Source: an optimization exercise on an open RTL-to-GDS flow (aim: small area, a short achievable clock period and few clock cycles per item). Production flows keep margins and buffers that such runs may drop. The RTL was checked by simulation tests, not by an equivalence proof against the original design.

==> try-quartz <==
// RGB2YUV
module RGB2YUV (start, clk, rst_n, inportR, inportG, inportB, done, outportY, outportU, outportV);
==> flow/config.mk <==
export PLATFORM = sky130hd
export DESIGN_NAME = RGB2YUV
export DESIGN_NICKNAME = RGB2YUV
export VERILOG_FILES = /design/flow/design.v
export SDC_FILE = /design/flow/constraint.sdc
export NUM_CORES = 4
export LEC_CHECK = 0
export CAP_MARGIN = 20
export CORE_MARGIN = 2
export CORE_UTILIZATION = 55
export SETUP_SLACK_MARGIN = 5
export SLEW_MARGIN = 20
export SYNTH_HIERARCHICAL = 1
export SYNTH_MINIMUM_KEEP_SIZE = 0
==> flow/constraint.sdc <==
create_clock -name core_clock -period 10.0 [get_ports {clk}]
set_input_delay 2.0000 -clock core_clock [delete_from_list [all_inputs] [get_ports {clk}]]
set_output_delay 2.0000 -clock core_clock [all_outputs]
set_load 0.01 [all_outputs]
standard.sh (not shown) runs the stock make flow with config.mk's settings and CLKGATE_MAP_FILE= SYNTH_SCRIPT=/design/flow/synth_recipe.tcl, a recipe that flattens the netlist after the stock synthesis.
==> flow/flow/run.sh <==
#!/bin/bash
# The standard layout, except that the port buffers are sky130_fd_sc_hd__buf_1
# cells rather than ORFS's default delay buffers. Each run's output goes to its own log.
set -euo pipefail
export BUFFER_PORTS_ARGS="-buffer_cell sky130_fd_sc_hd__buf_1"
bash standard.sh synth > synth.log 2>&1
bash standard.sh > layout.log 2>&1
==> try-delta (differences from try-quartz) <==
==> flow/flow/run.sh (replaced) <==
#!/bin/bash
# The standard layout (standard.sh), except that the port buffers are
# sky130_fd_sc_hd__buf_1 cells rather than ORFS's default delay buffers, and timing
# repair aims for 5.4 ns of setup slack. Each run's output goes to its own log.
set -euo pipefail
export BUFFER_PORTS_ARGS="-buffer_cell sky130_fd_sc_hd__buf_1"
export SETUP_SLACK_MARGIN=5.4
bash standard.sh synth > synth.log 2>&1
bash standard.sh > layout.log 2>&1
SETUP_SLACK_MARGIN = default   (was 5)
==> try-raven (differences from try-quartz) <==
==> flow/flow/run.sh (replaced) <==
#!/bin/bash
# The standard layout (standard.sh), except that the port buffers are
# sky130_fd_sc_hd__buf_1 cells rather than ORFS's default delay buffers, and timing
# repair aims for 5.5 ns of setup slack. Each run's output goes to its own log.
set -euo pipefail
export BUFFER_PORTS_ARGS="-buffer_cell sky130_fd_sc_hd__buf_1"
export SETUP_SLACK_MARGIN=5.5
bash standard.sh synth > synth.log 2>&1
bash standard.sh > layout.log 2>&1
CORE_UTILIZATION = 65   (was 55)
SETUP_SLACK_MARGIN = default   (was 5)
==> metrics.sh <==
OUTCOME='complete, no violations'
PG_COMB_uW=896
TRACK_USAGE=0.245
CRITICAL_PATH_BUF_INV_COUNT=2
CRIT_PATH_MAX_INCR_DELAY_NS=0.54
NUMBER_OF_FILLER_INSTANCES_IN_THE_FINAL_LAYOUT=899
POWER_CLOCK_uW=148
HP-START='st_y[14]'
POST-PLACE-CELLS=717
DIE_W_UM=108
POWER.CLOCK.FRACTION=0.109
VDD.IR_DROP.WORST_V=0.000174
SLEW_HEADROOM=0.513
(the above is from try-quartz)
==> metrics.sh <==
HP-START='st_u[14]'
CRIT_PATH_MAX_INCR_DELAY_NS=0.53
NUMBER_OF_FILLER_INSTANCES_IN_THE_FINAL_LAYOUT=900
VDD.IR_DROP.WORST_V=0.000168
OUTCOME='complete, no violations'
POST-PLACE-CELLS=717
PLACE_HPWL_UM=11000
DIE_W_UM=108
SLEW_HEADROOM=0.538
POWER.CLOCK.FRACTION=0.080
POWER_CLOCK_uW=107
CRITICAL_PATH_BUF_INV_COUNT=2
TRACK_USAGE=0.248
(the above is from try-delta)
==> metrics.sh <==
NUMBER_OF_FILLER_INSTANCES_IN_THE_FINAL_LAYOUT=627
VDD.IR_DROP.WORST_V=0.000203
OUTCOME='complete, no violations'
GRT_ANTENNA_BEFORE_REPAIR=0
SLEW_HEADROOM=0.521
CRIT_PATH_MAX_INCR_DELAY_NS=0.59
LAYOUT_COMMON_CELLS='101 x fa_1, 62 x inv_1, 49 x ha_1'
POWER_CLOCK_uW=114
HP-START='st_v[0]'
POST-PLACE-CELLS=689
TRACK_USAGE=0.293
PG_COMB_uW=934
DIE_W_UM=99.3
HOLDBUFCOUNTCTS=0
CRITICAL_PATH_BUF_INV_COUNT=1
(the above is from try-raven)
Testbench counts of try-quartz, summed over its fixed seeds: cycles 3,208, items 3,200.
Testbench counts of try-delta, summed over its fixed seeds: cycles 3,208, items 3,200.
Testbench counts of try-raven, summed over its fixed seeds: cycles 3,208, items 3,200.

## what the ideal ports hide
The results above use ideal ports. As a check the final layouts listed here were re-extracted and re-timed, cells and wires unchanged.
Step 1: set_driving_cell puts a clkbuf_16 on clk and a buf_2 on each other input, an assumption about the parent block.
Step 2 times the ports against the registers' clock, not the clock port: input delays grow and output delays shrink by t, the midpoint of the rising clock arrivals with the driver on.
Slacks: no drivers / after step 1 / after step 2; pairs: no drivers / after step 1.
run	t (ns)	slack for setup (ns)	slew at the worst register clock pin (ns)	worst data-port slew with drivers (ns)
try-quartz	0.335	5.061 / 5.071 / 4.736	0.09 / 0.09	0.05
try-delta	0.332	5.430 / 5.437 / 5.105	0.08 / 0.08	0.04
try-raven	0.329	5.522 / 5.500 / 5.171	0.09 / 0.09	0.06
After both steps setup and hold are still met in every run listed. The setup slack of try-raven, which loses most, moves by -0.022 ns with the drivers and by -0.351 ns with both steps.
